What follows belongs to an exercise in optimizing a design on an open flow for small area, a short achievable clock period and few clock cycles; a production flow would make more cautious choices.
In this exercise RTL edits were held to simulation tests only and were not proved equivalent to the original.
Power is estimated from default activity; no workload was simulated.

**flow/design.v**
```verilog
module hdvm_lzc12(
input [11:0] a,
output reg [3:0] c
);
integer i;
always @* begin
  c = 4'd12;
  for (i = 0; i < 12; i = i + 1)
    if (a[i]) c = 11 - i;
end
endmodule
module hdvm_tzc10(
input [9:0] a,
output reg [3:0] c
);
integer i;
always @* begin
  c = 4'd10;
  for (i = 9; i >= 0; i = i - 1)
    if (a[i]) c = i;
end
endmodule
module hdvm_add_s1(
input [15:0] a,
input [15:0] b,
output [11:0] x,
output [11:0] y,
output sticky,
output [4:0] emax,
output s,
output sub,
output near
);
wire [4:0] ea = a[14:10];
wire [4:0] eb = b[14:10];
wire az = ~|ea;
wire bz = ~|eb;
wire [10:0] ma = {1'b1, a[9:0]};
wire [10:0] mb = {1'b1, b[9:0]};
wire [5:0] dab = {1'b0, ea} - {1'b0, eb};
wire [5:0] dba = {1'b0, eb} - {1'b0, ea};
wire bgt = dab[5];
wire agt = dba[5];
wire [10:0] mbig = bgt ? mb : ma;
wire [10:0] msml = bgt ? ma : mb;
wire [4:0] d = bgt ? dba[4:0] : dab[4:0];
wire mgt = a[9:0] > b[9:0];
wire mlt = b[9:0] > a[9:0];
wire sdiff = a[15] ^ b[15];
assign s = ~sdiff ? a[15] : agt ? a[15] : bgt ? b[15] : mgt ? a[15] : mlt ? b[15] : 1'b0;
assign sub = sdiff & ~az & ~bz;
assign near = sub & (d[4:1] == 4'd0);
assign emax = (az & bz) ? 5'd0 : bgt ? eb : ea;
wire [11:0] yf = (d[4] | (d[3] & d[2])) ? 12'd1 : ({msml, 1'b0} >> d[3:0]);
wire [3:0] tza, tzb;
hdvm_tzc10 tzc_a(.a(a[9:0]), .c(tza));
hdvm_tzc10 tzc_b(.a(b[9:0]), .c(tzb));
wire [6:0] ka = {2'b0, ea} + {3'b0, tza} + 7'd2;
wire [6:0] kb = {2'b0, eb} + {3'b0, tzb} + 7'd2;
wire st_ab = (tzb != 4'd10) & ({2'b0, ea} >= kb);
wire st_ba = (tza != 4'd10) & ({2'b0, eb} >= ka);
wire stf = bgt ? st_ba : st_ab;
wire [11:0] d0ab = {1'b0, a[9:0], 1'b0} - {1'b0, b[9:0], 1'b0};
wire [11:0] d0ba = {1'b0, b[9:0], 1'b0} - {1'b0, a[9:0], 1'b0};
wire [11:0] d1ab = {ma, 1'b0} - {1'b0, mb};
wire [11:0] d1ba = {mb, 1'b0} - {1'b0, ma};
wire [11:0] d0 = mgt ? d0ab : d0ba;
wire [11:0] d1 = bgt ? d1ba : d1ab;
wire [11:0] nr = (ea == eb) ? d0 : d1;
assign x = near ? nr : (az & bz) ? 12'd0 : {mbig, 1'b0};
assign y = (near | az | bz) ? 12'd0 : yf;
assign sticky = ~near & ~az & ~bz & stf;
endmodule
module hdvm_add_s2(
input [11:0] x,
input [11:0] y,
input sticky,
input [4:0] emax,
input s,
input sub,
input near,
output [15:0] c
);
wire [12:0] r = sub ? ({1'b0, x} - {1'b0, y} - {12'd0, sticky}) : ({1'b0, x} + {1'b0, y});
reg [4:0] fexp;
reg [9:0] fman;
always @* begin
  if (~sub) begin
    if (r[12]) begin fexp = emax + 5'd1; fman = r[11:2]; end
    else begin fexp = emax; fman = r[10:1]; end
  end else begin
    if (r[11]) begin fexp = emax; fman = r[10:1]; end
    else begin fexp = emax - 5'd1; fman = r[9:0]; end
  end
end
wire [3:0] l;
hdvm_lzc12 lzc(.a(x), .c(l));
wire [11:0] xs = x << l;
wire [4:0] nexp = (x == 12'd0) ? 5'd0 : emax - {1'b0, l};
assign c = near ? {s, nexp, xs[10:1]} : {s, fexp, fman};
endmodule
module hdvm_mul_s1(
input [15:0] a,
input [15:0] b,
output [21:0] r0,
output [21:0] r1,
output [5:0] e,
output s,
output z
);
hdvm_mul_tree tree(.a(a[9:0]), .b(b[9:0]), .r0(r0), .r1(r1));
assign e = {1'b0, a[14:10]} + {1'b0, b[14:10]};
assign s = a[15] ^ b[15];
assign z = (a == 16'd0) | (b == 16'd0);
endmodule
module hdvm_mul_s2(
input [21:0] r0,
input [21:0] r1,
input [5:0] e,
input s,
input z,
output [15:0] c
);
wire [21:0] t = r0 + r1;
wire [6:0] en0 = {1'b0, e} - 7'd15;
wire [6:0] en1 = {1'b0, e} - 7'd14;
wire [15:0] c0 = (z | en0[6]) ? {s, 15'd0} : en0[5] ? {s, 15'h7fff} : {s, en0[4:0], t[19:10]};
wire [15:0] c1 = (z | en1[6]) ? {s, 15'd0} : en1[5] ? {s, 15'h7fff} : {s, en1[4:0], t[20:11]};
assign c = t[21] ? c1 : c0;
endmodule
module hdvm_mul_tree(input [9:0] a, input [9:0] b, output [21:0] r0, output [21:0] r1);
wire pp_0_0 = a[0] & b[0];
wire pp_0_1 = a[0] & b[1];
wire pp_0_2 = a[0] & b[2];
wire pp_0_3 = a[0] & b[3];
wire pp_0_4 = a[0] & b[4];
wire pp_0_5 = a[0] & b[5];
wire pp_0_6 = a[0] & b[6];
wire pp_0_7 = a[0] & b[7];
wire pp_0_8 = a[0] & b[8];
wire pp_0_9 = a[0] & b[9];
wire pp_1_0 = a[1] & b[0];
wire pp_1_1 = a[1] & b[1];
wire pp_1_2 = a[1] & b[2];
wire pp_1_3 = a[1] & b[3];
wire pp_1_4 = a[1] & b[4];
wire pp_1_5 = a[1] & b[5];
wire pp_1_6 = a[1] & b[6];
wire pp_1_7 = a[1] & b[7];
wire pp_1_8 = a[1] & b[8];
wire pp_1_9 = a[1] & b[9];
wire pp_2_0 = a[2] & b[0];
wire pp_2_1 = a[2] & b[1];
wire pp_2_2 = a[2] & b[2];
wire pp_2_3 = a[2] & b[3];
wire pp_2_4 = a[2] & b[4];
wire pp_2_5 = a[2] & b[5];
wire pp_2_6 = a[2] & b[6];
wire pp_2_7 = a[2] & b[7];
wire pp_2_8 = a[2] & b[8];
wire pp_2_9 = a[2] & b[9];
wire pp_3_0 = a[3] & b[0];
wire pp_3_1 = a[3] & b[1];
wire pp_3_2 = a[3] & b[2];
wire pp_3_3 = a[3] & b[3];
wire pp_3_4 = a[3] & b[4];
wire pp_3_5 = a[3] & b[5];
wire pp_3_6 = a[3] & b[6];
wire pp_3_7 = a[3] & b[7];
wire pp_3_8 = a[3] & b[8];
wire pp_3_9 = a[3] & b[9];
wire pp_4_0 = a[4] & b[0];
wire pp_4_1 = a[4] & b[1];
wire pp_4_2 = a[4] & b[2];
wire pp_4_3 = a[4] & b[3];
wire pp_4_4 = a[4] & b[4];
wire pp_4_5 = a[4] & b[5];
wire pp_4_6 = a[4] & b[6];
wire pp_4_7 = a[4] & b[7];
wire pp_4_8 = a[4] & b[8];
wire pp_4_9 = a[4] & b[9];
wire pp_5_0 = a[5] & b[0];
wire pp_5_1 = a[5] & b[1];
wire pp_5_2 = a[5] & b[2];
wire pp_5_3 = a[5] & b[3];
wire pp_5_4 = a[5] & b[4];
wire pp_5_5 = a[5] & b[5];
wire pp_5_6 = a[5] & b[6];
wire pp_5_7 = a[5] & b[7];
wire pp_5_8 = a[5] & b[8];
wire pp_5_9 = a[5] & b[9];
wire pp_6_0 = a[6] & b[0];
wire pp_6_1 = a[6] & b[1];
wire pp_6_2 = a[6] & b[2];
wire pp_6_3 = a[6] & b[3];
wire pp_6_4 = a[6] & b[4];
wire pp_6_5 = a[6] & b[5];
wire pp_6_6 = a[6] & b[6];
wire pp_6_7 = a[6] & b[7];
wire pp_6_8 = a[6] & b[8];
wire pp_6_9 = a[6] & b[9];
wire pp_7_0 = a[7] & b[0];
wire pp_7_1 = a[7] & b[1];
wire pp_7_2 = a[7] & b[2];
wire pp_7_3 = a[7] & b[3];
wire pp_7_4 = a[7] & b[4];
wire pp_7_5 = a[7] & b[5];
wire pp_7_6 = a[7] & b[6];
wire pp_7_7 = a[7] & b[7];
wire pp_7_8 = a[7] & b[8];
wire pp_7_9 = a[7] & b[9];
wire pp_8_0 = a[8] & b[0];
wire pp_8_1 = a[8] & b[1];
wire pp_8_2 = a[8] & b[2];
wire pp_8_3 = a[8] & b[3];
wire pp_8_4 = a[8] & b[4];
wire pp_8_5 = a[8] & b[5];
wire pp_8_6 = a[8] & b[6];
wire pp_8_7 = a[8] & b[7];
wire pp_8_8 = a[8] & b[8];
wire pp_8_9 = a[8] & b[9];
wire pp_9_0 = a[9] & b[0];
wire pp_9_1 = a[9] & b[1];
wire pp_9_2 = a[9] & b[2];
wire pp_9_3 = a[9] & b[3];
wire pp_9_4 = a[9] & b[4];
wire pp_9_5 = a[9] & b[5];
wire pp_9_6 = a[9] & b[6];
wire pp_9_7 = a[9] & b[7];
wire pp_9_8 = a[9] & b[8];
wire pp_9_9 = a[9] & b[9];
wire n1 = pp_0_9 ^ pp_1_8;
wire n2 = pp_0_9 & pp_1_8;
wire n3 = pp_1_9 ^ pp_2_8 ^ pp_3_7;
wire n4 = (pp_1_9 & pp_2_8) | (pp_1_9 & pp_3_7) | (pp_2_8 & pp_3_7);
wire n5 = pp_4_6 ^ pp_5_5;
wire n6 = pp_4_6 & pp_5_5;
wire n7 = pp_2_9 ^ pp_3_8 ^ pp_4_7;
wire n8 = (pp_2_9 & pp_3_8) | (pp_2_9 & pp_4_7) | (pp_3_8 & pp_4_7);
wire n9 = pp_5_6 ^ pp_6_5;
wire n10 = pp_5_6 & pp_6_5;
wire n11 = pp_3_9 ^ pp_4_8 ^ pp_5_7;
wire n12 = (pp_3_9 & pp_4_8) | (pp_3_9 & pp_5_7) | (pp_4_8 & pp_5_7);
wire n13 = pp_0_6 ^ pp_1_5;
wire n14 = pp_0_6 & pp_1_5;
wire n15 = pp_0_7 ^ pp_1_6 ^ pp_2_5;
wire n16 = (pp_0_7 & pp_1_6) | (pp_0_7 & pp_2_5) | (pp_1_6 & pp_2_5);
wire n17 = pp_3_4 ^ pp_4_3;
wire n18 = pp_3_4 & pp_4_3;
wire n19 = pp_0_8 ^ pp_1_7 ^ pp_2_6;
wire n20 = (pp_0_8 & pp_1_7) | (pp_0_8 & pp_2_6) | (pp_1_7 & pp_2_6);
wire n21 = pp_3_5 ^ pp_4_4 ^ pp_5_3;
wire n22 = (pp_3_5 & pp_4_4) | (pp_3_5 & pp_5_3) | (pp_4_4 & pp_5_3);
wire n23 = pp_6_2 ^ pp_7_1;
wire n24 = pp_6_2 & pp_7_1;
wire n25 = n1 ^ pp_2_7 ^ pp_3_6;
wire n26 = (n1 & pp_2_7) | (n1 & pp_3_6) | (pp_2_7 & pp_3_6);
wire n27 = pp_4_5 ^ pp_5_4 ^ pp_6_3;
wire n28 = (pp_4_5 & pp_5_4) | (pp_4_5 & pp_6_3) | (pp_5_4 & pp_6_3);
wire n29 = pp_7_2 ^ pp_8_1 ^ pp_9_0;
wire n30 = (pp_7_2 & pp_8_1) | (pp_7_2 & pp_9_0) | (pp_8_1 & pp_9_0);
wire n31 = n2 ^ n3 ^ n5;
wire n32 = (n2 & n3) | (n2 & n5) | (n3 & n5);
wire n33 = pp_6_4 ^ pp_7_3 ^ pp_8_2;
wire n34 = (pp_6_4 & pp_7_3) | (pp_6_4 & pp_8_2) | (pp_7_3 & pp_8_2);
wire n35 = pp_9_1 ^ a[0] ^ b[0];
wire n36 = (pp_9_1 & a[0]) | (pp_9_1 & b[0]) | (a[0] & b[0]);
wire n37 = n4 ^ n6 ^ n7;
wire n38 = (n4 & n6) | (n4 & n7) | (n6 & n7);
wire n39 = n9 ^ pp_7_4 ^ pp_8_3;
wire n40 = (n9 & pp_7_4) | (n9 & pp_8_3) | (pp_7_4 & pp_8_3);
wire n41 = pp_9_2 ^ a[1] ^ b[1];
wire n42 = (pp_9_2 & a[1]) | (pp_9_2 & b[1]) | (a[1] & b[1]);
wire n43 = n8 ^ n10 ^ n11;
wire n44 = (n8 & n10) | (n8 & n11) | (n10 & n11);
wire n45 = pp_6_6 ^ pp_7_5 ^ pp_8_4;
wire n46 = (pp_6_6 & pp_7_5) | (pp_6_6 & pp_8_4) | (pp_7_5 & pp_8_4);
wire n47 = pp_9_3 ^ a[2] ^ b[2];
wire n48 = (pp_9_3 & a[2]) | (pp_9_3 & b[2]) | (a[2] & b[2]);
wire n49 = n12 ^ pp_4_9 ^ pp_5_8;
wire n50 = (n12 & pp_4_9) | (n12 & pp_5_8) | (pp_4_9 & pp_5_8);
wire n51 = pp_6_7 ^ pp_7_6 ^ pp_8_5;
wire n52 = (pp_6_7 & pp_7_6) | (pp_6_7 & pp_8_5) | (pp_7_6 & pp_8_5);
wire n53 = pp_9_4 ^ a[3] ^ b[3];
wire n54 = (pp_9_4 & a[3]) | (pp_9_4 & b[3]) | (a[3] & b[3]);
wire n55 = pp_5_9 ^ pp_6_8 ^ pp_7_7;
wire n56 = (pp_5_9 & pp_6_8) | (pp_5_9 & pp_7_7) | (pp_6_8 & pp_7_7);
wire n57 = pp_8_6 ^ pp_9_5 ^ a[4];
wire n58 = (pp_8_6 & pp_9_5) | (pp_8_6 & a[4]) | (pp_9_5 & a[4]);
wire n59 = pp_6_9 ^ pp_7_8 ^ pp_8_7;
wire n60 = (pp_6_9 & pp_7_8) | (pp_6_9 & pp_8_7) | (pp_7_8 & pp_8_7);
wire n61 = pp_0_4 ^ pp_1_3;
wire n62 = pp_0_4 & pp_1_3;
wire n63 = pp_0_5 ^ pp_1_4 ^ pp_2_3;
wire n64 = (pp_0_5 & pp_1_4) | (pp_0_5 & pp_2_3) | (pp_1_4 & pp_2_3);
wire n65 = pp_3_2 ^ pp_4_1;
wire n66 = pp_3_2 & pp_4_1;
wire n67 = n13 ^ pp_2_4 ^ pp_3_3;
wire n68 = (n13 & pp_2_4) | (n13 & pp_3_3) | (pp_2_4 & pp_3_3);
wire n69 = pp_4_2 ^ pp_5_1 ^ pp_6_0;
wire n70 = (pp_4_2 & pp_5_1) | (pp_4_2 & pp_6_0) | (pp_5_1 & pp_6_0);
wire n71 = n14 ^ n15 ^ n17;
wire n72 = (n14 & n15) | (n14 & n17) | (n15 & n17);
wire n73 = pp_5_2 ^ pp_6_1 ^ pp_7_0;
wire n74 = (pp_5_2 & pp_6_1) | (pp_5_2 & pp_7_0) | (pp_6_1 & pp_7_0);
wire n75 = n16 ^ n18 ^ n19;
wire n76 = (n16 & n18) | (n16 & n19) | (n18 & n19);
wire n77 = n21 ^ n23 ^ pp_8_0;
wire n78 = (n21 & n23) | (n21 & pp_8_0) | (n23 & pp_8_0);
wire n79 = n20 ^ n22 ^ n24;
wire n80 = (n20 & n22) | (n20 & n24) | (n22 & n24);
wire n81 = n25 ^ n27 ^ n29;
wire n82 = (n25 & n27) | (n25 & n29) | (n27 & n29);
wire n83 = n26 ^ n28 ^ n30;
wire n84 = (n26 & n28) | (n26 & n30) | (n28 & n30);
wire n85 = n31 ^ n33 ^ n35;
wire n86 = (n31 & n33) | (n31 & n35) | (n33 & n35);
wire n87 = n32 ^ n34 ^ n36;
wire n88 = (n32 & n34) | (n32 & n36) | (n34 & n36);
wire n89 = n37 ^ n39 ^ n41;
wire n90 = (n37 & n39) | (n37 & n41) | (n39 & n41);
wire n91 = n38 ^ n40 ^ n42;
wire n92 = (n38 & n40) | (n38 & n42) | (n40 & n42);
wire n93 = n43 ^ n45 ^ n47;
wire n94 = (n43 & n45) | (n43 & n47) | (n45 & n47);
wire n95 = n44 ^ n46 ^ n48;
wire n96 = (n44 & n46) | (n44 & n48) | (n46 & n48);
wire n97 = n49 ^ n51 ^ n53;
wire n98 = (n49 & n51) | (n49 & n53) | (n51 & n53);
wire n99 = n50 ^ n52 ^ n54;
wire n100 = (n50 & n52) | (n50 & n54) | (n52 & n54);
wire n101 = n55 ^ n57 ^ b[4];
wire n102 = (n55 & n57) | (n55 & b[4]) | (n57 & b[4]);
wire n103 = n56 ^ n58 ^ n59;
wire n104 = (n56 & n58) | (n56 & n59) | (n58 & n59);
wire n105 = pp_9_6 ^ a[5] ^ b[5];
wire n106 = (pp_9_6 & a[5]) | (pp_9_6 & b[5]) | (a[5] & b[5]);
wire n107 = n60 ^ pp_7_9 ^ pp_8_8;
wire n108 = (n60 & pp_7_9) | (n60 & pp_8_8) | (pp_7_9 & pp_8_8);
wire n109 = pp_9_7 ^ a[6] ^ b[6];
wire n110 = (pp_9_7 & a[6]) | (pp_9_7 & b[6]) | (a[6] & b[6]);
wire n111 = pp_8_9 ^ pp_9_8 ^ a[7];
wire n112 = (pp_8_9 & pp_9_8) | (pp_8_9 & a[7]) | (pp_9_8 & a[7]);
wire n113 = pp_0_3 ^ pp_1_2;
wire n114 = pp_0_3 & pp_1_2;
wire n115 = n61 ^ pp_2_2 ^ pp_3_1;
wire n116 = (n61 & pp_2_2) | (n61 & pp_3_1) | (pp_2_2 & pp_3_1);
wire n117 = n62 ^ n63 ^ n65;
wire n118 = (n62 & n63) | (n62 & n65) | (n63 & n65);
wire n119 = n64 ^ n66 ^ n67;
wire n120 = (n64 & n66) | (n64 & n67) | (n66 & n67);
wire n121 = n68 ^ n70 ^ n71;
wire n122 = (n68 & n70) | (n68 & n71) | (n70 & n71);
wire n123 = n72 ^ n74 ^ n75;
wire n124 = (n72 & n74) | (n72 & n75) | (n74 & n75);
wire n125 = n76 ^ n78 ^ n79;
wire n126 = (n76 & n78) | (n76 & n79) | (n78 & n79);
wire n127 = n80 ^ n82 ^ n83;
wire n128 = (n80 & n82) | (n80 & n83) | (n82 & n83);
wire n129 = n84 ^ n86 ^ n87;
wire n130 = (n84 & n86) | (n84 & n87) | (n86 & n87);
wire n131 = n88 ^ n90 ^ n91;
wire n132 = (n88 & n90) | (n88 & n91) | (n90 & n91);
wire n133 = n92 ^ n94 ^ n95;
wire n134 = (n92 & n94) | (n92 & n95) | (n94 & n95);
wire n135 = n96 ^ n98 ^ n99;
wire n136 = (n96 & n98) | (n96 & n99) | (n98 & n99);
wire n137 = n100 ^ n102 ^ n103;
wire n138 = (n100 & n102) | (n100 & n103) | (n102 & n103);
wire n139 = n104 ^ n106 ^ n107;
wire n140 = (n104 & n106) | (n104 & n107) | (n106 & n107);
wire n141 = n108 ^ n110 ^ n111;
wire n142 = (n108 & n110) | (n108 & n111) | (n110 & n111);
wire n143 = n112 ^ pp_9_9 ^ a[8];
wire n144 = (n112 & pp_9_9) | (n112 & a[8]) | (pp_9_9 & a[8]);
wire n145 = pp_0_2 ^ pp_1_1;
wire n146 = pp_0_2 & pp_1_1;
wire n147 = n113 ^ pp_2_1 ^ pp_3_0;
wire n148 = (n113 & pp_2_1) | (n113 & pp_3_0) | (pp_2_1 & pp_3_0);
wire n149 = n114 ^ n115 ^ pp_4_0;
wire n150 = (n114 & n115) | (n114 & pp_4_0) | (n115 & pp_4_0);
wire n151 = n116 ^ n117 ^ pp_5_0;
wire n152 = (n116 & n117) | (n116 & pp_5_0) | (n117 & pp_5_0);
wire n153 = n118 ^ n119 ^ n69;
wire n154 = (n118 & n119) | (n118 & n69) | (n119 & n69);
wire n155 = n120 ^ n121 ^ n73;
wire n156 = (n120 & n121) | (n120 & n73) | (n121 & n73);
wire n157 = n122 ^ n123 ^ n77;
wire n158 = (n122 & n123) | (n122 & n77) | (n123 & n77);
wire n159 = n124 ^ n125 ^ n81;
wire n160 = (n124 & n125) | (n124 & n81) | (n125 & n81);
wire n161 = n126 ^ n127 ^ n85;
wire n162 = (n126 & n127) | (n126 & n85) | (n127 & n85);
wire n163 = n128 ^ n129 ^ n89;
wire n164 = (n128 & n129) | (n128 & n89) | (n129 & n89);
wire n165 = n130 ^ n131 ^ n93;
wire n166 = (n130 & n131) | (n130 & n93) | (n131 & n93);
wire n167 = n132 ^ n133 ^ n97;
wire n168 = (n132 & n133) | (n132 & n97) | (n133 & n97);
wire n169 = n134 ^ n135 ^ n101;
wire n170 = (n134 & n135) | (n134 & n101) | (n135 & n101);
wire n171 = n136 ^ n137 ^ n105;
wire n172 = (n136 & n137) | (n136 & n105) | (n137 & n105);
wire n173 = n138 ^ n139 ^ n109;
wire n174 = (n138 & n139) | (n138 & n109) | (n139 & n109);
wire n175 = n140 ^ n141 ^ b[7];
wire n176 = (n140 & n141) | (n140 & b[7]) | (n141 & b[7]);
wire n177 = n142 ^ n143 ^ b[8];
wire n178 = (n142 & n143) | (n142 & b[8]) | (n143 & b[8]);
wire n179 = n144 ^ a[9] ^ b[9];
wire n180 = (n144 & a[9]) | (n144 & b[9]) | (a[9] & b[9]);
assign r0 = {1'b0, n180, n178, n176, n174, n172, n170, n168, n166, n164, n162, n160, n158, n156, n154, n152, n150, n148, n146, n145, pp_0_1, pp_0_0};
assign r1 = {1'b0, 1'b1, n179, n177, n175, n173, n171, n169, n167, n165, n163, n161, n159, n157, n155, n153, n151, n149, n147, pp_2_0, pp_1_0, 1'b0};
endmodule
module hdvm_mac(
input clk,
input [15:0] v,
input [15:0] m,
input clear,
input wr0,
input wr1,
output reg [15:0] out0,
output reg [15:0] out1
);
wire [21:0] q0, q1;
wire [5:0] qe;
wire qs, qz;
hdvm_mul_s1 mul1(.a(v), .b(m), .r0(q0), .r1(q1), .e(qe), .s(qs), .z(qz));
reg [21:0] m_r0, m_r1;
reg [5:0] m_e;
reg m_s, m_z;
always @(posedge clk) begin
  m_r0 <= q0;
  m_r1 <= q1;
  m_e <= qe;
  m_s <= qs;
  m_z <= qz;
end
wire [15:0] prod;
hdvm_mul_s2 mul2(.r0(m_r0), .r1(m_r1), .e(m_e), .s(m_s), .z(m_z), .c(prod));
reg [15:0] p;
always @(posedge clk)
  p <= prod;
reg [15:0] acc_q;
wire [11:0] ax, ay;
wire [4:0] aemax;
wire asticky, as, asub, anear;
hdvm_add_s1 add1(.a(acc_q), .b(p), .x(ax), .y(ay), .sticky(asticky), .emax(aemax),
                 .s(as), .sub(asub), .near(anear));
reg [11:0] a_x, a_y;
reg [4:0] a_emax;
reg a_sticky, a_s, a_sub, a_near;
always @(posedge clk) begin
  a_x <= ax;
  a_y <= ay;
  a_emax <= aemax;
  a_sticky <= asticky;
  a_s <= as;
  a_sub <= asub;
  a_near <= anear;
end
wire [15:0] sum;
hdvm_add_s2 add2(.x(a_x), .y(a_y), .sticky(a_sticky), .emax(a_emax), .s(a_s),
                 .sub(a_sub), .near(a_near), .c(sum));
always @(posedge clk) begin
  acc_q <= clear ? 16'd0 : sum;
  if (wr0)
    out0 <= sum;
  if (wr1)
    out1 <= sum;
end
endmodule
module hdvm_select #(
parameter N = 10
)(
input [N-1:0] sel,
input [16*N-1:0] d,
output reg [15:0] q
);
integer k;
always @* begin
  q = 16'd0;
  for (k = 0; k < N; k = k + 1)
    q = q | (d[16*k +: 16] & {16{sel[k]}});
end
endmodule
module half_dot_v_m(
input rstn,
input clk,
input start,
input [159:0] vector,
input [1599:0] matrix,
output done,
output [159:0] vector_out
);
reg [19:0] sel;
always @(posedge clk)
  if (!rstn)
    sel <= 20'd1;
  else if (start)
    sel <= 20'd2;
  else if (!sel[0])
    sel <= {sel[18:0], sel[19]};
wire fetch = start | ~sel[0];
wire [9:0] row_sel;
wire col_sel = |(sel & 20'haaaaa);
genvar i, j;
generate
  for (i = 0; i < 10; i = i + 1) begin : rows
    assign row_sel[i] = sel[2*i] | sel[2*i+1];
  end
endgenerate
wire [15:0] v_mux;
wire [15:0] m_mux [0:4];
hdvm_select #(.N(10)) vsel(.sel(row_sel), .d(vector), .q(v_mux));
generate
  for (j = 0; j < 5; j = j + 1) begin : msel
    wire [319:0] d;
    for (i = 0; i < 20; i = i + 1) begin : e
      assign d[16*i +: 16] = matrix[16*(10*(i/2) + 2*j + (i%2)) +: 16];
    end
    hdvm_select #(.N(20)) s(.sel(sel), .d(d), .q(m_mux[j]));
  end
endgenerate
reg [15:0] op_v;
reg [15:0] op_m [0:4];
integer u;
always @(posedge clk) begin
  op_v <= v_mux;
  for (u = 0; u < 5; u = u + 1)
    op_m[u] <= m_mux[u];
end
reg [3:0] tag_op, tag_m, tag_p, tag_a;
always @(posedge clk)
  if (!rstn) begin
    tag_op <= 4'd0;
    tag_m <= 4'd0;
    tag_p <= 4'd0;
    tag_a <= 4'd0;
  end else begin
    tag_op <= {fetch, row_sel[0], row_sel[9], col_sel};
    tag_m <= tag_op;
    tag_p <= tag_m;
    tag_a <= tag_p;
  end
wire clear = tag_m[2];
wire wr0 = tag_a[3] & tag_a[1] & ~tag_a[0];
wire wr1 = tag_a[3] & tag_a[1] & tag_a[0];
reg done_q;
always @(posedge clk)
  if (!rstn | start)
    done_q <= 1'b0;
  else if (wr1)
    done_q <= 1'b1;
assign done = done_q;
genvar g;
generate
  for (g = 0; g < 5; g = g + 1) begin : unit
    hdvm_mac mac(
      .clk(clk),
      .v(op_v),
      .m(op_m[g]),
      .clear(clear),
      .wr0(wr0),
      .wr1(wr1),
      .out0(vector_out[32*g +: 16]),
      .out1(vector_out[32*g+16 +: 16])
    );
  end
endgenerate
endmodule
```
**flow/standard.sh**
```bash
#!/bin/bash
# synth_recipe.tcl (not shown) runs the flow's synth.tcl, then flattens the netlist and writes it again
# the make line also repeats each setting of config.mk as NAME=value (left out here)
make -C /OpenROAD-flow-scripts/flow DESIGN_CONFIG=/design/flow/config.mk WORK_HOME=/design/flow/orfs CLKGATE_MAP_FILE= SYNTH_SCRIPT=/design/flow/synth_recipe.tcl "${@:-finish}"
```
**flow/config.mk**
```make
export PLATFORM = sky130hd
export DESIGN_NAME = half_dot_v_m
export DESIGN_NICKNAME = half_dot_v_m
export VERILOG_FILES = /design/flow/design.v
export SDC_FILE = /design/flow/constraint.sdc
export NUM_CORES = 8
export LEC_CHECK = 0
export CAP_MARGIN = 20
export CORE_AREA = 125 125 575 575
export DIE_AREA = 0 0 700 700
export SLEW_MARGIN = 20
```
**flow/flow/run.sh**
```bash
#!/bin/bash
set -uo pipefail
export BUFFER_PORTS_ARGS="-buffer_cell sky130_fd_sc_hd__buf_1"
bash standard.sh SETUP_SLACK_MARGIN=7.65 finish > standard.log 2>&1
```
**flow/constraint.sdc**
```tcl
create_clock -name core_clock -period 11.0 [get_ports {clk}]
set_input_delay 2.2000 -clock core_clock [delete_from_list [all_inputs] [get_ports {clk}]]
set_output_delay 2.2000 -clock core_clock [all_outputs]
set_load 0.01 [all_outputs]
```
==> results.txt, run 1 <==
Critical path:
- Walking the worst path, the cells encountered are buf_4, or2_2, a22o_1, a221oi_1, nand4_1.
- The largest fanout of any net on the critical path is 29.
- The worst setup path is of the register to register kind.
- The data arrival at the endpoint of the critical path is 3.91 ns.
- For this run, the slowest stage of the critical path takes 0.78 ns.
- STA classifies the critical path endpoint as a register.
- The sort of element at the start of the critical path is a register.
- The slowest stage of the critical path belongs to the cell nand4_1.
- Data on the critical path is required at its endpoint by 11.33 ns.

Synth:
- The Yosys step of the flow raised 9 warnings.
- The synthesized design devotes to its leading area cell type between 15 and 20% of total area.
- Of all flip-flops after synthesis, the portion carrying an async set or reset was 0%.
- The mapped netlist covers 0.0795 sq mm.
- Yosys attributes the largest share of cell area to dfxtp_1, ha_1, fa_1.
- The register bit count reported by yosys is 851.
- Counting every net in the synthesized netlist gives between 10,000 and 15,000.
- The number of enable-type register cells in the synthesized netlist is 160.
- The sequential cell area fraction in the yosys report is 23.5%.
- Summed over all instances, the cell type with the most area after synthesis is dfxtp_1.
- Synthesis handed over a netlist of roughly 9,100 instances.
- The flip-flop cell with the highest count after synthesis is dfxtp_1.
- The mean area per synthesized cell is 8.69 sq um.
- The count of distinct cell types in the synthesized netlist is 106.

Pwr:
- The sequential share of power is between 10% and 20%.
- The net switching power figure is between 15,000 and 20,000 uW.
- The share of total power dissipated in the clock network is roughly 9.0%.
- The total power divided by cell area is 368 mW/mm^2.
- The switching power share of the total is 51.8%.
- After layout, the design draws a total of approximately 38,000 uW.
- Combinational logic burns 74.5% of the power.
- The leakage power of the design is approximately 0.042 uW.
- The maximum ir drop on the vdd rail is 233 uV.
- The internal power is 18,300 uW.

Global route:
- The leftover overflow at the end of global routing is 0.
- The pin count of the biggest net entering global routing is between 50 and 60.
- The all-layer global routing usage is 30.3%.
- The first global-routing pass estimated 1,040,000 um of wire.
- The initial antenna violation count is 1,644.
- The number of global-route vias before repair is roughly 84,000.

STA:
- The worst-case setup margin in the final layout is ~7.4 ns.
- The final count of negative-setup-slack endpoints is 0.
- For the pin with the worst max-slew slack, the measured transition is 1.30 ns.
- The number of hold-slack violations in the final timing report is 0.
- The sum of negative setup slack is 0 ns.
- The number of pins exceeding their max-slew limit in the final report is 0.
- For this run, the top clock speed supported by timing is 279 MHz.
- Across the routed clock network, the largest skew measured is 0.0614 ns.
- In this run the tightest slew margin relative to its limit is 13.6%.
- In the finished design, the share of the clock period the worst path needs comes to 32.5%.
- For the finished layout, the period the worst path requires is 3.58 ns.
- Setup repair after global routing could not meet its margin everywhere.

Layout:
- Compared with the post-synthesis result, the final layout area differs by 30.3%.
- The final layout contains between 10,000 and 15,000 nets.
- The count of fill cells added during filler insertion is between 15,000 and 20,000.
- The core utilization of the finished layout is a little over 50%.
- The proportion of layout cells with a drive suffix above 1 is 14.7%.

Routing:
- In the final routing, the length of wire on met1 measures 272,000 um.
- The top routing layer in use is met5.
- For this run, the detailed router's first-pass iteration total came to 10.
- In this run, the number of DRC markers left after iteration 0 of detailed routing was approximately 14,000.
- Summed over all layers, the routed wires come to approximately 870,000 um.
- The number of vias after detailed routing is 97,330.
- The number of vias per cell is 6.53.
- The number of DRC violations after detailed routing is 0.
- Detailed routing placed a total of 165,000 um of wire on met3.
- Once detail routing completed, the nets flagged for antenna violations numbered 1.
- The post-detailed-route wirelength per cell is 58.4 um.
- The detailed route wirelength on metal2 is about 370,000 um.

Clock tree:
- Clock tree synthesis selected as its root buffer the cell clkbuf_16.
- The number of buffers added by the clock tree synthesis step is 97.
- The level count of the clock H-tree is 3.
- The maximum root-to-sink buffer count is 3.
- The TritonCTS clock tree is built.
- The number of sinks handled by clock tree synthesis is 851.
- For the worst-skew pair, the clock arrives at the later sink with an insertion delay of 0.79 ns.
- The clock slew seen by the registers of the worst setup and hold paths is 0.06 ns.

Placed design:
- The detailed-placement wirelength estimate is roughly 760,000 um.
- The weighted congestion at the end of routability-driven global placement is 1.09.
- At the placement stage, the worst setup path has a slack of 6.30 ns.
- The number of I/O port buffers is ~1,900.

Floorplanning:
- The die is 700 um wide.
- Once the floorplan was initialized, standard cells occupied between 30% and 40% of the core.
- The initialized floorplan defines approximately 170 standard-cell rows.
- The area of the core region is 0.202 sq mm.
- In this run the count of I/O pins placed on the die edge is between 1,500 and 2,000.
- The floorplan step set the die height to 700 um.
- The die outline area is ~0.49 sq mm.

Run:
- The number of maximum-capacitance constraint violations is 0.

Status:
- In this run the layout check failures are antenna rules.
- The run finished, with violations left.

Min path:
- The worst min-delay path class is register to register.
## cells in the final DEF (no fill, tap or decap), types with 63 or more instances in the layout
cell,Yosys,layout
dfxtp_4,0,104
nand2_1,481,457
inv_2,3,63
o21ai_0,324,264
nand2b_1,89,87
ha_1,745,676
a22oi_1,220,214
nor3_1,142,122
o22ai_1,98,74
xnor2_1,225,220
a221oi_1,356,349
nor2_1,574,555
inv_1,952,870
nor2b_1,172,144
fa_1,465,439
xor2_1,141,137
dfxtp_1,691,488
and2_1,385,383
buf_1,77,1761
diode_2,0,1083
buf_4,2,310
edfxtp_1,160,160
o211ai_1,86,86
buf_6,1,191
clkbuf_16,0,107
a21o_1,128,125
a22o_1,339,339
nand4_1,133,133
and3_1,123,120
mux2i_1,243,230
nand3_1,109,104
a21oi_1,503,445
dfxtp_2,0,99
## critical path, delay by kind of cell (launching register included)
kind                   cells  cell delay, ns
AOI/OAI and AO/OA          2            0.75
and+or+nand+nor            2            1.36
DFF                        1            0.55
buffers and inverters      1            0.39
## cell families (layout without fill, tap and decap cells)
family / after synthesis / count (layout) / share of synthesized area, %
AOI/OAI and AO/OA: 2567 / 2569 / 23.0
xor gates and xnor gates: 367 / 367 / 4.07
adders and majority gates: 1212 / 1212 / 23.5
buffers and inverters: 1458 / 3468 / 6.95
DFF: 851 / 851 / 23.5
muxes: 286 / 286 / 3.78
other: 0 / 1083 / 0
and+or+nand+nor: 2398 / 2403 / 15.3
## power by group through the flow
stage / sequential, uW / clock [uW] / combinational, uW
finish: 6270 / 3450 / 28400
floorplan: 5280 / 0 / 16500
global placement: 6000 / 0 / 22400
CTS: 6050 / 3460 / 24900
global route: 6310 / 3570 / 30200
detailed placement: 6020 / 0 / 22700
## area by class of cell
class	count	area [sq um]	area share (%)
Clock buffer	124	2700	2.61
Inverter	961	3680	3.56
Sequential cell	851	19200	18.5
Clock inverter	59	633	0.611
Antenna cell	1083	2710	2.62
Tap cell	2672	3340	3.23
Timing Repair Buffer	2324	12400	12.0
Multi-Input combinational cell	6837	58900	56.9
## state kept, by name, summed over array words and instances, names as in the netlist, 4 cells and up
signal	count
unit.mac.out1	80
unit.mac.a_near	5
unit.mac.out0	80
unit.mac.p	80
sel	20
tag_op	4
unit.mac.m_z	5
unit.mac.a_sticky	5
unit.mac.m_r0	100
op_m	80
op_v	16
tag_m	4
unit.mac.acc_q	80
unit.mac.a_s	5
unit.mac.m_r1	95
unit.mac.a_y	60
unit.mac.m_e	30
unit.mac.a_sub	5
unit.mac.a_x	60
unit.mac.a_emax	25
unit.mac.m_s	5
## per-stage QoR
step | instances | hold WS, ns | cell area, sq um
2_1_floorplan | 9139 | 0.310 | 79500
3_3_place_gp | 13346 | 0.311 | 89100
3_5_place_dp | 13347 | 0.321 | 89100
4_1_cts | 13647 | 0.335 | 97000
5_1_grt | 14260 | 0.346 | 102000
6_report | 14911 | 0.333 | 104000
## path summary, 6_finish.rpt
| check | start | endpoint | slack (ns) | depth (start not counted) |
|---|---|---|---|---|
| max | sel[16]$_SDFFE_PP0N_ | op_v[5]$_DFF_P_ | 7.42 | 5 |
| min | unit[2].mac.m_s$_DFF_P_ | unit[2].mac.p[15]$_DFF_P_ | 0.33 | 0 |
| max reg2reg | sel[16]$_SDFFE_PP0N_ | op_v[5]$_DFF_P_ | 7.42 | 5 |
| min reg2reg | unit[2].mac.m_s$_DFF_P_ | unit[2].mac.p[15]$_DFF_P_ | 0.33 | 0 |
## metal layers
| metal | track usage [%] | vias to the layer above |
|---|---|---|
| li1 | - | 37966 |
| met1 | 27.9 | 46228 |
| met2 | 46.0 | 8877 |
| met3 | 25.8 | 3519 |
| met4 | 15.1 | 740 |
| met5 | 2.64 | - |
## timing repair
item / in CTS / in global routing
cloned: 21 / 16
gates resized for setup: 1053 / 599
hold endpoints to repair: 0 / 0
hold buffers: 0 / 0
endpoints found under the setup margin: 643 / 555
pin swaps: 77 / 222
setup buffers: 96 / 165
## cell usage after synthesis, types with 56 or more instances
cell type,number
a22o_1,339
a21oi_1,503
xor2_1,141
a22oi_1,220
a221oi_1,356
dfxtp_1,691
a31oi_1,65
ha_1,745
nor4_1,59
clkbuf_1,392
nand2_1,481
nand2b_1,89
and2_1,385
o211ai_1,86
nand4_1,133
xnor2_1,225
buf_1,77
nand3_1,109
o21ai_0,324
fa_1,465
nor2_1,574
mux2i_1,243
edfxtp_1,160
a211oi_1,78
o22ai_1,98
o31ai_1,56
inv_1,952
a21o_1,128
and3_1,123
nor3_1,142
nor2b_1,172
Testbench counts, summed over its fixed seeds: cycles 43,200.
==> run 2: changes to the inputs <==
==> flow/flow/run.sh (replaced) <==
#!/bin/bash
set -uo pipefail
export BUFFER_PORTS_ARGS="-buffer_cell sky130_fd_sc_hd__buf_1"
bash standard.sh SETUP_SLACK_MARGIN=7.5 finish > standard.log 2>&1
==> results.txt, run 2 <==
Placed design:
- Counting tap cells, the placed design contains a total of 13,343 instances.
- The weighted congestion at the end of routability-driven global placement is 1.07.
- OpenSTA, run right after detailed placement, puts the worst setup slack at 6.40 ns.
- After legalization and detailed placement, the total HPWL measured 764,000 um.
- In this run the tool buffered the top-level ports with approximately 1,900 buffer cells.

Clock tree:
- The number of buffers added by the clock tree synthesis step is 101.
- The maximum root-to-sink buffer count is 3.
- The cell sitting at the root of the clock tree is a clkbuf_16.
- The H-tree generated during clock tree synthesis spans 3 levels.
- The clock latency reported for the late side of the worst-skew pair is ~0.8 ns.
- The number of hold buffers added after cts is 0.
- The clock slew seen by the registers of the worst setup and hold paths is 0.06 ns.
- TritonCTS built the clock tree.
- CTS saw 851 sinks.

STA:
- The worst path meets setup with 7.43 ns of slack.
- On the final layout, the worst clock skew is 0.0793 ns.
- The number of hold-slack violations in the final timing report came to 0.
- In the finished design, the share of the clock period the worst path needs comes to between 30% and 40%.
- Setup repair after global routing could not meet its margin everywhere.
- The shortest clock period the worst path allows after layout is about 3.6 ns.
- The number of pins exceeding their max-slew limit in the final report is 0.
- The final count of negative-setup-slack endpoints is 0.
- The actual slew at the worst max-slew pin is 1.26 ns.
- The worst-case headroom to the max-slew limit is 16.3%.
- The fmax is about 280 MHz.
- The sum of negative setup slack is 0 ns.

Layout:
- The number of flip-flops in the largest register is 100.
- The post-layout net count is 13,916.
- The library cell used most frequently in the layout, excluding fill and tap cells, is buf_1.
- Fill cells in the final layout number 19,982.
- The largest register by flop count is unit.mac.m_r0.
- The area of all sequential standard cells is 0.0190 sq mm.
- Summing all multi-input logic gate instances after layout gives 0.0576 sq mm.
- For this run, the number of standard cells in the final layout without fillers is 14,821.
- In the layout the commonest cells are buf_1, inv_1, ha_1.
- In the final layout, the registers with the most flip-flops are unit.mac.m_r0 x100, unit.mac.m_r1 x95.
- The area growth from synthesis to layout is 27.1%.
- The proportion of layout cells with a drive suffix above 1 is 11.7%.

Synth:
- Counting distinct cell types in the post-synthesis netlist gives 106.
- Counting instances in the post-synthesis netlist gives the leading cell types as inv_1, ha_1, dfxtp_1, nor2_1, a21oi_1.
- Yosys mapped a number of flops with a built-in enable equal to between 150 and 200.
- The synthesized instance count is 9,139.
- The register bit count reported by yosys is 851.
- The mean area per synthesized cell is between 8 and 9 sq um.
- The async set-reset flop share out of synthesis is 0%.
- The portion of synthesized cell area occupied by the leading cell type is 17.4%.
- The dominant cell type by area after synthesis is dfxtp_1.
- Yosys printed 9 warnings.
- When the netlist entered floorplanning its net count stood at roughly 12,000.
- Among all flip-flop cells after synthesis, the most frequent one is dfxtp_1.
- Sequential elements use 23.5% of the synthesized area.
- By area the synthesized netlist is led by dfxtp_1, ha_1, fa_1.
- The area of the mapped netlist is 0.0795 sq mm.
- The most repeated cell in the gate-level netlist after synthesis is inv_1.

Global route:
- The initial antenna violation count is 1,655.
- The all-layer global routing usage is 30.3%.
- The pin count of the biggest net entering global routing is 57.
- The global-route wire length before repair is 1,040,000 um.
- The leftover overflow at the end of global routing is 0.
- The number of global-route vias before repair came to 82,753.

Pwr:
- For this design the static power due to leakage is 0.0407 uW.
- The maximum ir drop on the vdd rail is 233 uV.
- In this run switching power makes up 52.2% of total power.
- In this run, flip-flops and latches consume between 15 and 20% of the power.
- The part of the power in the clock network is 9.9%.
- The combinational group share of total power is 72.9%.
- The total power divided by cell area is 358 mW/mm^2.
- Summed over all nets, the switching power comes to 18,900 uW.
- The internal power is 17,300 uW.

Critical path:
- In this design, the stage delay of the slowest critical-path cell is 0.44 ns.
- The critical path class is register to output port.
- The sort of element at the start of the critical path is a register.
- The data arrival at the endpoint of the critical path is 1.37 ns.
- The sum of buffers and inverters on the critical path is 1.
- Traced cell by cell, the critical path runs through buf_6.
- The largest fanout of any net on the critical path is 1.
- STA puts the critical path data required time at ~8.8 ns.
- The endpoint kind of the worst setup timing path is an output port.
- The critical-path cell with the highest stage delay is edfxtp_1.
- The cell family contributing the most delay on the critical path is flip-flops.

Run:
- The number of maximum-capacitance constraint violations is 0.

Floorplanning:
- The die height is 700 um.
- The area of the core region is 0.202 sq mm.
- The die outline area is 0.490 sq mm.
- The count of pins on the block boundary is between 1,500 and 2,000.
- The initial utilization of the core area, before any placement, comes to just under 40%.
- Row generation in the floorplan step produced 165 rows.
- The x dimension of the die is about 700 um.

Routing:
- Wires add up to 868,000 um.
- The DRC violation total after the first TritonRoute iteration is 14,009.
- The number of vias per cell is ~6.6.
- The post-detailed-route wirelength per cell is 58.5 um.
- In the routed design, unresolved DRC markers number 0.
- The number of optimization iterations in the first detailed-route pass is 6.
- The remaining number of nets flagged by the antenna check after routing is 0.
- The routed layout has 97,315 vias.

Min path:
- The worst min-delay path class is register to register.

Status:
- The run finished with no timing, DRC or antenna violations.
==> run 2: cell counts after synthesis <==
No cell type changed its count.
==> run 2: logic make-up (layout without fill, tap and decap cells) <==
logic type	count (synthesis)	after routing	share of synthesized area, %
adders and majority gates	1212	1212	23.5
and+or+nand+nor	2398	2403	15.3
xor gates and xnor gates	367	367	4.07
DFF	851	851	23.5
buffers and inverters	1458	3342	6.95
AOI/OAI and AO/OA	2567	2567	23.0
other	0	1121	0
muxes	286	286	3.78
==> run 2: stage by stage <==
stage | hold slack [ns] | util (%) | power, uW | area (sq um)
CTS | 0.328 | 47.4 | 33600 | 95600
global route | 0.343 | 49.1 | 38300 | 99100
finish | 0.336 | 50.0 | 36200 | 101000
global placement | 0.312 | 44.1 | 28300 | 89100
detailed placement | 0.312 | 44.1 | 28500 | 89100
floorplan | 0.310 | - | 21700 | 79500
==> run 2: worst reg2reg max path: stages (launching register included) <==
cell and delay [ns]:
dfxtp_2 0.38, inv_1 0.09, ha_1 0.32, inv_1 0.09
ha_1 0.31, a21boi_0 0.16, o21a_1 0.24, o21a_1 0.20
a311o_1 0.37, xor2_1 0.19, nand2_1 0.10, o21ai_0 0.25
nor4_2 0.09, nor3_1 0.52
==> run 2: path summary, 6_finish.rpt <==
kind	to	from	depth (start not counted)	slack, ns
setup / recovery	vector_out[116]	unit[3].mac.out1[4]$_DFFE_PP_	1	7.43
hold / removal	unit[3].mac.p[15]$_DFF_P_	unit[3].mac.m_s$_DFF_P_	0	0.34
setup reg to reg	unit[2].mac.acc_q[8]$_SDFF_PP0_	unit[2].mac.a_x[3]$_DFF_P_	13	7.51
hold reg to reg	unit[3].mac.p[15]$_DFF_P_	unit[3].mac.m_s$_DFF_P_	0	0.34
==> run 2: power by group through the flow <==
stage	Combinational (uW)	Sequential (uW)	Clock [uW]
detailed placement	22500	6020	0
floorplan	16500	5280	0
global placement	22300	5990	0
global route	28300	6280	3690
CTS	23900	6030	3580
finish	26400	6240	3570
==> run 2: cell type report <==
type | count | share of cell area, %
Sequential cell | 851 | 18.8
Clock buffer | 136 | 2.83
Clock inverter | 52 | 0.601
Timing Repair Buffer | 2193 | 11.0
Tap cell | 2672 | 3.31
Inverter | 961 | 3.63
Multi-Input combinational cell | 6835 | 57.0
Antenna cell | 1121 | 2.78
==> run 2: routing by layer <==
layer | vias up | GRT usage [%] | routed length, um
met1 | 46375 | 28.8 | 278000
met3 | 3436 | 23.9 | 156000
li1 | 37714 | - | -
met4 | 710 | 16.4 | 62500
met2 | 9080 | 45.7 | 367000
met5 | - | 0 | 4800
==> run 2: what timing repair did <==
action                     in CTS  in global routing
gates resized for setup       811                436
pin swaps                      48                101
setup buffers                  55                 85
setup endpoints to repair     584                503
cloned                         14                 14
==> run 3: changes to the inputs <==
--- a/flow/config.mk
+++ b/flow/config.mk
@@ -5,7 +5,7 @@
 export SDC_FILE = /design/flow/constraint.sdc
 export NUM_CORES = 8
 export LEC_CHECK = 0
-export CAP_MARGIN = 20
+export CAP_MARGIN = 0
 export CORE_AREA = 125 125 575 575
 export DIE_AREA = 0 0 700 700
-export SLEW_MARGIN = 20
+export SLEW_MARGIN = 0
==> results.txt, run 3 <==
Critical path:
- The data arrival at the endpoint of the critical path is 1.38 ns.
- The worst setup path is captured at an output port.
- The critical path goes through buf_6.
- The worst register-to-register path ends at unit[2].mac.acc_q[13]$_SDFF_PP0_.
- The sum of buffers and inverters on the critical path is 1.
- The critical path data required time is between 8 and 9 ns.
- The largest delay contributor family on the critical path is flip-flops.
- The sort of element at the start of the critical path is a register.
- The critical-path cell with the highest stage delay is edfxtp_1.
- The path length in cells of the critical path is 1.
- The delay of the slowest cell on the worst path is 0.42 ns.
- The critical path is of the register to output port type.
- The critical register-to-register path startpoint is unit[2].mac.a_sticky$_DFF_P_.
- Along the worst path, the maximum fanout reaches 1.
- The slack of the worst reg-to-reg path is ~7.4 ns.
- The number of cells on the worst reg-to-reg path is 15.

Layout:
- The register with the most flip-flops in the layout has 100 of them.
- At the end of the flow the core is filled with cells to around 50%.
- In the final layout, the registers with the most flip-flops are unit.mac.m_r0 x100, unit.mac.m_r1 x95.
- Counting the fill cells in the layout gives roughly 20,000.
- In the final design database the tool counted 13,899 nets.
- In the final layout, the share of cells above drive strength 1 is 11.2%.
- The area added between synthesis and finish is 26.5%.
- More flip-flops sit in one register than any other, and that register is unit.mac.m_r0.
- The library cells used most frequently in the layout, excluding fill and tap cells, are buf_1, inv_1, ha_1.
- The summed area of non-filler cells in the final layout is 0.101 sq mm.
- The most common library cell in the layout ignoring fill and taps is buf_1.

Placed design:
- At the end of routability-driven placement, the weighted congestion stood at 1.07.
- Detailed placement finished with a half-perimeter wire length of 764,000 um.
- The instance area after placement is 0.0891 sq mm.
- In this run the tool buffered the top-level ports with 1,923 buffer cells.

Routing:
- In the routed design, unresolved DRC markers number 0.
- Across all layers, the routed design uses 96,941 vias.
- The number of vias per cell is approximately 6.6.
- For this run, the detailed router's first-pass iteration total came to 8.
- The remaining number of nets flagged by the antenna check after routing is 0.
- The post-detailed-route wirelength per cell is 59.0 um.
- The total routed wirelength is 868,000 um.
- The DRC violation total after the first TritonRoute iteration is 13,731.

Clock tree:
- The number of clock buffers added by TritonCTS is 100.
- The TritonCTS clock tree is built.
- The level count of the clock H-tree is 3.
- The clock slew seen by the registers of the worst setup and hold paths is 0.06 ns.
- The clock root buffer is clkbuf_16.
- The number of sinks handled by clock tree synthesis is 851.
- The maximum root-to-sink buffer count is 3.
- At the later pin of the worst-skew pair, clock insertion delay measures 0.82 ns.

Floorplanning:
- The die is 700 um tall.
- For this design the top-level I/O count stands at 1,924.
- The floorplan row count is 165.
- The die outline area is 0.490 sq mm.
- The initial core utilization is between 30% and 40%.
- In this run the horizontal extent of the chip is 700 um.
- The area of the core region is slightly above 0.2 sq mm.

Synth:
- Of all cell types, the one taking the most synthesized area is dfxtp_1.
- The register bit count reported by yosys is 851.
- The commonest cells after synthesis are inv_1, ha_1, dfxtp_1, nor2_1, a21oi_1.
- Counting flops with an async set or reset pin after synthesis yields a share of 0%.
- The share of the Yosys chip area taken by registers is 23.5%.
- Counting every net in the synthesized netlist gives 12,112.
- The area of the mapped netlist is 0.0795 sq mm.
- The mean area per synthesized cell is 8.69 sq um.
- Synthesis handed over a netlist of 9,139 instances.
- The portion of synthesized cell area occupied by the leading cell type is 17.4%.
- The count of distinct cell types in the synthesized netlist is roughly 110.
- The number of synthesis warnings is 9.
- The number of enable-type register cells in the synthesized netlist is 160.
- By instance count, the leading cell after synthesis is inv_1.
- The flip-flop cell with the highest count after synthesis is dfxtp_1.
- After synthesis, the cell types taking the most area are dfxtp_1, ha_1, fa_1.

Pwr:
- The clock network accounts for 10.1% of the total power.
- In this run switching power makes up 52.3% of total power.
- The worst-case IR drop observed on VDD is 204 uV.
- The internal power is 17,200 uW.
- Per report_power, the combinational group accounts for between 70% and 80% of the total.
- The leakage power of the design is just over 0.04 uW.
- The total power divided by cell area is roughly 360 mW/mm^2.
- The sequential share of power is 17.2%.
- The net switching power figure is 18,900 uW.

STA:
- Headroom to the max-slew limit came out at 7.40%.
- Based on the critical path, the design can be clocked at up to 280 MHz.
- The setup clock skew after layout is 0.0901 ns.
- After routing, the total negative slack on setup checks comes to 0 ns.
- The final count of negative-setup-slack endpoints is 0.
- The number of pins exceeding their max-slew limit in the final report came to 0.
- In the finished design, the share of the clock period the worst path needs comes to 32.5%.
- The number of hold-slack violations in the final timing report is 0.
- After layout, the minimum clock period comes to around 3.6 ns.
- Setup repair after global routing could not meet its margin everywhere.
- The actual slew at the worst max-slew pin is ~1.4 ns.

Global route:
- Global routing consumed, over all layers together, 30.3% of the routing resources.
- The number of global-route vias before repair is 82,960.
- The pin count of the biggest net entering global routing is 57.
- The global-route wire length before repair is 1,040,000 um.
- The initial antenna violation count came to about 1,600.
- For this run the aggregate overflow at the end of global routing stands at 0.

Status:
- The flow ran to the end and the layout has no timing, DRC or antenna violations.

Min path:
- The startpoint of the most critical hold path is unit[3].mac.m_s$_DFF_P_.
- The cell depth of the worst hold path is 0.
- The path with the worst hold slack has its endpoint at unit[3].mac.p[15]$_DFF_P_.
- The min-delay analysis places its worst path in the category register to register.

Run:
- Max-cap violations in this run came to 0.
run 3: cell types whose count changed in the layout (fill, tap and decap cells not counted), moves of 7 or more:
| cell | change |
|---|---|
| buf_2 | -10 |
| o21ai_1 | -7 |
| buf_6 | +12 |
| diode_2 | -101 |
| dfxtp_1 | +9 |
| inv_1 | +7 |
| buf_4 | -16 |
run 3: worst max-delay path by stage:
stage / from / endpoint / slack (ns)
6_report: unit[0].mac.out0[1]$_DFFE_PP_ / vector_out[1] / 7.42
5_1_grt: unit[2].mac.a_sticky$_DFF_P_ / unit[2].mac.acc_q[13]$_SDFF_PP0_ / 7.32
4_1_cts: unit[3].mac.out1[4]$_DFFE_PP_ / vector_out[116] / 7.38
3_5_place_dp: unit[3].mac.p[11]$_DFF_P_ / unit[3].mac.a_x[6]$_DFF_P_ / 6.42
3_3_place_gp: unit[3].mac.p[11]$_DFF_P_ / unit[3].mac.a_x[6]$_DFF_P_ / 6.48
2_1_floorplan: op_v[2]$_DFF_P_ / unit[0].mac.m_r1[11]$_DFF_P_ / 7.43
run 3: cell type report:
class	instances	area (sq um)	share of cell area (%)
Multi-Input combinational cell	6835	57400	57.1
Sequential cell	851	19000	18.9
Timing Repair Buffer	2177	11000	11.0
Tap cell	2672	3340	3.33
Inverter	961	3660	3.64
Clock inverter	57	761	0.757
Antenna cell	1020	2550	2.54
Clock buffer	131	2780	2.77
run 3: metal layers:
metal,track usage [%],wire length (um),share of wire (%),vias up
li1,-,-,-,37571
met1,28.3,275000,32,46138
met2,46.1,371000,43,8995
met3,24.8,159000,18,3513
met4,15.7,57900,6.7,724
met5,0.853,4750,0.55,-
run 3: worst reg2reg max path, cell delays in order (launching register included):
cell and delay [ns]:
dfxtp_2 0.32, inv_2 0.04, fa_1 0.55, inv_1 0.05, ha_2 0.17, o21ai_4 0.16, a31oi_4 0.12, o32ai_4 0.33
o21a_1 0.23, o211ai_2 0.11, buf_6 0.15, or2_4 0.28, or4_4 0.44, o2111ai_2 0.11, o311ai_2 0.16, nor2b_1 0.20
run 3: stage by stage:
stage	power [uW]	std cells	hold slack (ns)	setup slack [ns]
2_1_floorplan	21700	9139	0.310	7.43
3_3_place_gp	28300	13343	0.312	6.48
3_5_place_dp	28600	13343	0.312	6.42
4_1_cts	33500	13596	0.326	7.38
5_1_grt	38200	14087	0.335	7.32
6_report	36100	14704	0.325	7.42
run 3: timing repair:
action,in CTS,in global routing
pin swaps,40,80
hold endpoints to repair,0,0
resized for setup,828,387
endpoints found under the setup margin,588,505
hold buffers,0,0
buffers inserted,49,77
gates cloned,16,11
run 3: cell families (layout without fill, tap and decap cells):
| family | Yosys count | count (layout) | synth area share, % |
|---|---|---|---|
| and+or+nand+nor | 2398 | 2403 | 15.3 |
| adders and majority gates | 1212 | 1212 | 23.5 |
| other | 0 | 1020 | 0 |
| muxes | 286 | 286 | 3.78 |
| buffers and inverters | 1458 | 3326 | 6.95 |
| DFF | 851 | 851 | 23.5 |
| AOI/OAI and AO/OA | 2567 | 2567 | 23.0 |
| xor gates and xnor gates | 367 | 367 | 4.07 |
run 3: power groups by stage:
| stage | Sequential [uW] | Clock [uW] | Combinational, uW |
|---|---|---|---|
| finish | 6210 | 3630 | 26300 |
| global route | 6250 | 3770 | 28200 |
| CTS | 6020 | 3650 | 23900 |
| detailed placement | 6010 | 0 | 22500 |
| global placement | 5990 | 0 | 22300 |
| floorplan | 5280 | 0 | 16500 |
==> run 4: changes to the inputs <==
--- a/flow/config.mk
+++ b/flow/config.mk
@@ -5,7 +5,10 @@
 export SDC_FILE = /design/flow/constraint.sdc
 export NUM_CORES = 8
 export LEC_CHECK = 0
-export CAP_MARGIN = 0
+export CAP_MARGIN = 20
 export CORE_AREA = 125 125 575 575
+export CTS_CLUSTER_DIAMETER = 100
+export CTS_CLUSTER_SIZE = 20
 export DIE_AREA = 0 0 700 700
-export SLEW_MARGIN = 0
+export SLEW_MARGIN = 20
+export TNS_END_PERCENT = 20
==> results.txt, run 4 <==
Critical path:
- The endpoint kind of the worst setup timing path is a register.
- The critical path is of the register to register type.
- Broken down by cell family, the worst path's largest delay share belongs to adder cells.
- The sort of element at the start of the critical path is a register.
- Along the worst path, the maximum fanout reaches 56.
- The critical path contains buffers and inverters numbering 2 combined.
- Traced cell by cell, the critical path runs through buf_8, nand2_1, fa_1, fa_1, fa_1, fa_1, inv_1, fa_1.
- The critical path data required time is 11.61 ns.
- The data arrival at the endpoint of the critical path is around 4.3 ns.
- The delay of the slowest cell on the worst path is around 0.54 ns.
- The cell type with the highest occurrence count on the critical path is fa_1.
- On the critical path, the stage with the largest delay is an instance of fa_1.

Layout:
- The proportion of layout cells with a drive suffix above 1 is 7.46%.
- The largest registers in the layout are unit.mac.m_r0 x100, unit.mac.m_r1 x95.
- The library cells used most frequently in the layout, excluding fill and tap cells, are buf_1, inv_1, ha_1.
- The number of flip-flops in the largest register is 100.
- Leaving out fill and tap cells, the most frequent cell in the layout is buf_1.
- The post-layout net count is about 14,000.
- unit.mac.m_r0 holds more flip-flops than any other register.
- The area growth from synthesis to layout is 20.9%.

Routing:
- The total routed wirelength is 867,000 um.
- In this run, the number of DRC markers left after iteration 0 of detailed routing was approximately 14,000.
- The number of vias after detailed routing is 95,699.
- The number of DRC violations after detailed routing is 0.
- Before antenna repair, the detailed router went through 7 iterations.
- In this run the remaining antenna-violating nets after routing total 1.
- Dividing the detail-routed via count by the number of cells gives 6.60.
- In the final routed layout, each cell accounts on average for 59.8 um.

STA:
- The tightest hold path in the finished design has a slack of 0.335 ns.
- After layout, the worst path uses 33.1% of the clock period.
- The final count of negative-setup-slack endpoints is 0.
- In this run the tightest slew margin relative to its limit is 17.1%.
- Setup repair after global routing could not meet its margin everywhere.
- Across all setup checks in the final design, the least slack found is around 7.4 ns.
- The sum of negative setup slack is 0 ns.
- For the pin with the worst max-slew slack, the measured transition is 1.24 ns.
- The fmax is between 200 and 300 MHz.
- Across the routed clock network, the largest skew measured is between 0.04 and 0.05 ns.
- The number of hold-slack violations in the final timing report is 0.
- The number of pins exceeding their max-slew limit in the final report was 0.
- The routed design could run at a clock period as short as 3.64 ns.

Synth:
- The register bit count reported by yosys is 851.
- The number of synthesis warnings is 9.
- The sequential cell area fraction in the yosys report is 23.5%.
- The mean area per synthesized cell is 8.69 sq um.
- The total nets after synthesis is roughly 12,000.
- Of all cell types, the one taking the most synthesized area is dfxtp_1.
- Among all flip-flop cells after synthesis, the most frequent one is dfxtp_1.
- Yosys mapped a number of flops with a built-in enable equal to 160.
- The portion of synthesized cell area occupied by the leading cell type is 17.4%.
- The count of distinct cell types in the synthesized netlist is approximately 110.
- In this run the cell area of the synthesized design comes to slightly below 0.08 sq mm.
- The synthesized instance count is roughly 9,000.
- Yosys attributes the largest share of cell area to dfxtp_1, ha_1, fa_1.
- The async set-reset flop share out of synthesis is 0%.
- Ranked by instance count, the synthesized netlist is headed by inv_1, ha_1, dfxtp_1, nor2_1, a21oi_1.
- Yosys instantiated no cell more often than inv_1.

Floorplanning:
- The floorplan row count is 165.
- The x dimension of the die is 700 um.
- The initial core utilization is 39.4%.
- The count of pins on the block boundary is 1,924.
- The die height is ~700 um.
- The die covers 0.490 sq mm.
- The region available for standard cell placement spans 0.202 sq mm.

Clock tree:
- The level count of the clock H-tree is 2.
- The number of hold buffers added after CTS was 0.
- The number of buffers added by the clock tree synthesis step is 56.
- The clock slew seen by the registers of the worst setup and hold paths is around 0.090 ns.
- The number of sinks handled by clock tree synthesis is ~850.
- The clock root buffer is clkbuf_16.
- In this run the deepest clock path goes through 3 buffers.
- For the worst-skew pair, the clock arrives at the later sink with an insertion delay of 0.75 ns.
- TritonCTS built the clock tree.

Status:
- The flow ran to the end, but the layout failed its checks.
- The reasons given for failing layout checks are antenna rules.

Placed design:
- The detailed-placement wirelength estimate is between 700,000 and 800,000 um.
- Prior to clock tree synthesis, the placed netlist has a worst setup slack of 6.38 ns.
- The weighted congestion at the end of routability-driven global placement is roughly 1.1.
- Buffers placed on the I/O ports in this run total 1,923.

Global route:
- The initial antenna violation count is around 1,700.
- The leftover overflow at the end of global routing is 0.
- In the global route stage, met3 resource usage came out at 24.9%.
- The all-layer global routing usage is 30.4%.
- Entering global routing, the biggest net connects between 60 and 70 pins.
- The number of global-route vias before repair is between 80,000 and 90,000.
- The global-route layer with the greatest usage is met2.
- For met1 alone, demand over resource in global routing was 28.2%.
- In the global route stage, met2 resource usage came out at roughly 46%.
- The first global-routing pass estimated 1,040,000 um of wire.

Pwr:
- The total power divided by cell area is 351 mW/mm^2.
- The analysis attributes to cell leakage a power of 0.0387 uW.
- The worst-case IR drop observed on VDD is 209 uV.
- The total power of the final layout is 33,700 uW.

Run:
- Across the run, the number of max-cap violations was 0.

Min path:
- The worst hold path belongs to the class register to register.
[run 4: logic make-up (layout without fill, tap and decap cells)]
logic type,after synthesis,in the layout,synth area share [%]
AO/OA/AOI/OAI,2567,2567,23.0
XOR/XNOR,367,367,4.07
adder cells (fa/ha/maj),1212,1212,23.5
buffers and inverters,1458,3168,6.95
flip-flops,851,851,23.5
multiplexers,286,286,3.78
other,0,975,0
AND/OR/NAND/NOR,2398,2402,15.3
[run 4: final timing paths]
kind	start	depth (start not counted)	slack, ns	endpoint
worst max-delay path	op_v[5]$_DFF_P_	8	7.36	unit[0].mac.m_r1[13]$_DFF_P_
worst min register to register	unit[1].mac.m_s$_DFF_P_	0	0.34	unit[1].mac.p[15]$_DFF_P_
worst min-delay path	unit[1].mac.m_s$_DFF_P_	0	0.34	unit[1].mac.p[15]$_DFF_P_
worst max register to register	op_v[5]$_DFF_P_	8	7.36	unit[0].mac.m_r1[13]$_DFF_P_
[run 4: per-layer routing]
layer | share of wire (%) | vias up
met4 | 7.4 | 742
met1 | 31 | 45341
met2 | 42 | 8775
li1 | - | 37250
met5 | 0.61 | -
met3 | 19 | 3591
[run 4: what timing repair did]
item / CTS / global route
resized for setup: 271 / 276
setup buffers: 39 / 32
setup endpoints to repair: 582 / 571
gates cloned: 11 / 6
pin swaps: 31 / 49
[run 4: per-stage QoR]
stage / instance area, sq um / instances / util (%)
after global placement: 89100 / 13344 / 44.1
after floorplan: 79500 / 9139 / -
final: 96100 / 14500 / 47.6
after CTS: 92300 / 13487 / 45.7
after global routing: 94500 / 13864 / 46.8
after detailed placement: 89100 / 13345 / 44.1
[run 4: report_power, final]
group          internal, uW  switching [uW]  total, uW
registers              4590            1560       6160
logic                 10100           15200      25300
clock network           995            1300       2300
[run 4: layout make-up]
cell class | count | area (sq um)
Fill cell | 20254 | 106000
Multi-Input combinational cell | 6834 | 56800
Inverter | 961 | 3630
Clock buffer | 71 | 1480
Antenna cell | 975 | 2440
Clock inverter | 21 | 251
Timing Repair Buffer | 2115 | 9160
Tap cell | 2672 | 3340
Sequential cell | 851 | 18900

-- port drivers added, routing unchanged --
No port has a modelled driver above. Below, the same layouts with a new extraction and two added sets of constraints.
Step 1 assumes that a clkbuf_16 drives the clock port and a buf_2 every other input.
Step 2, shift: input delay + t, output delay - t, t = (earliest + latest rising clock arrival at the registers) / 2. This alone moves slack from input paths to output paths.
Three values: no drivers, after step 1, after step 2; two values: the first two.
run | shift t [ns] | setup slack, ns | worst setup path at the end | latest minus earliest clock arrival (ns) | cell pins on the clock port's net
run 1 | 0.842 | 7.420 / 7.345 / 6.652 | input to register | 0.066 / 0.067 | 1
run 2 | 0.846 | 7.429 / 7.346 / 6.645 | input to register | 0.084 / 0.084 | 1
run 3 | 0.857 | 7.424 / 7.340 / 6.569 | input to register | 0.092 / 0.091 | 1
run 4 | 0.810 | 7.358 / 7.299 / 6.555 | input to register | 0.045 / 0.045 | 1
The setup slack of run 3, which loses most, moves by -0.084 ns with the drivers and by -0.855 ns with both steps.
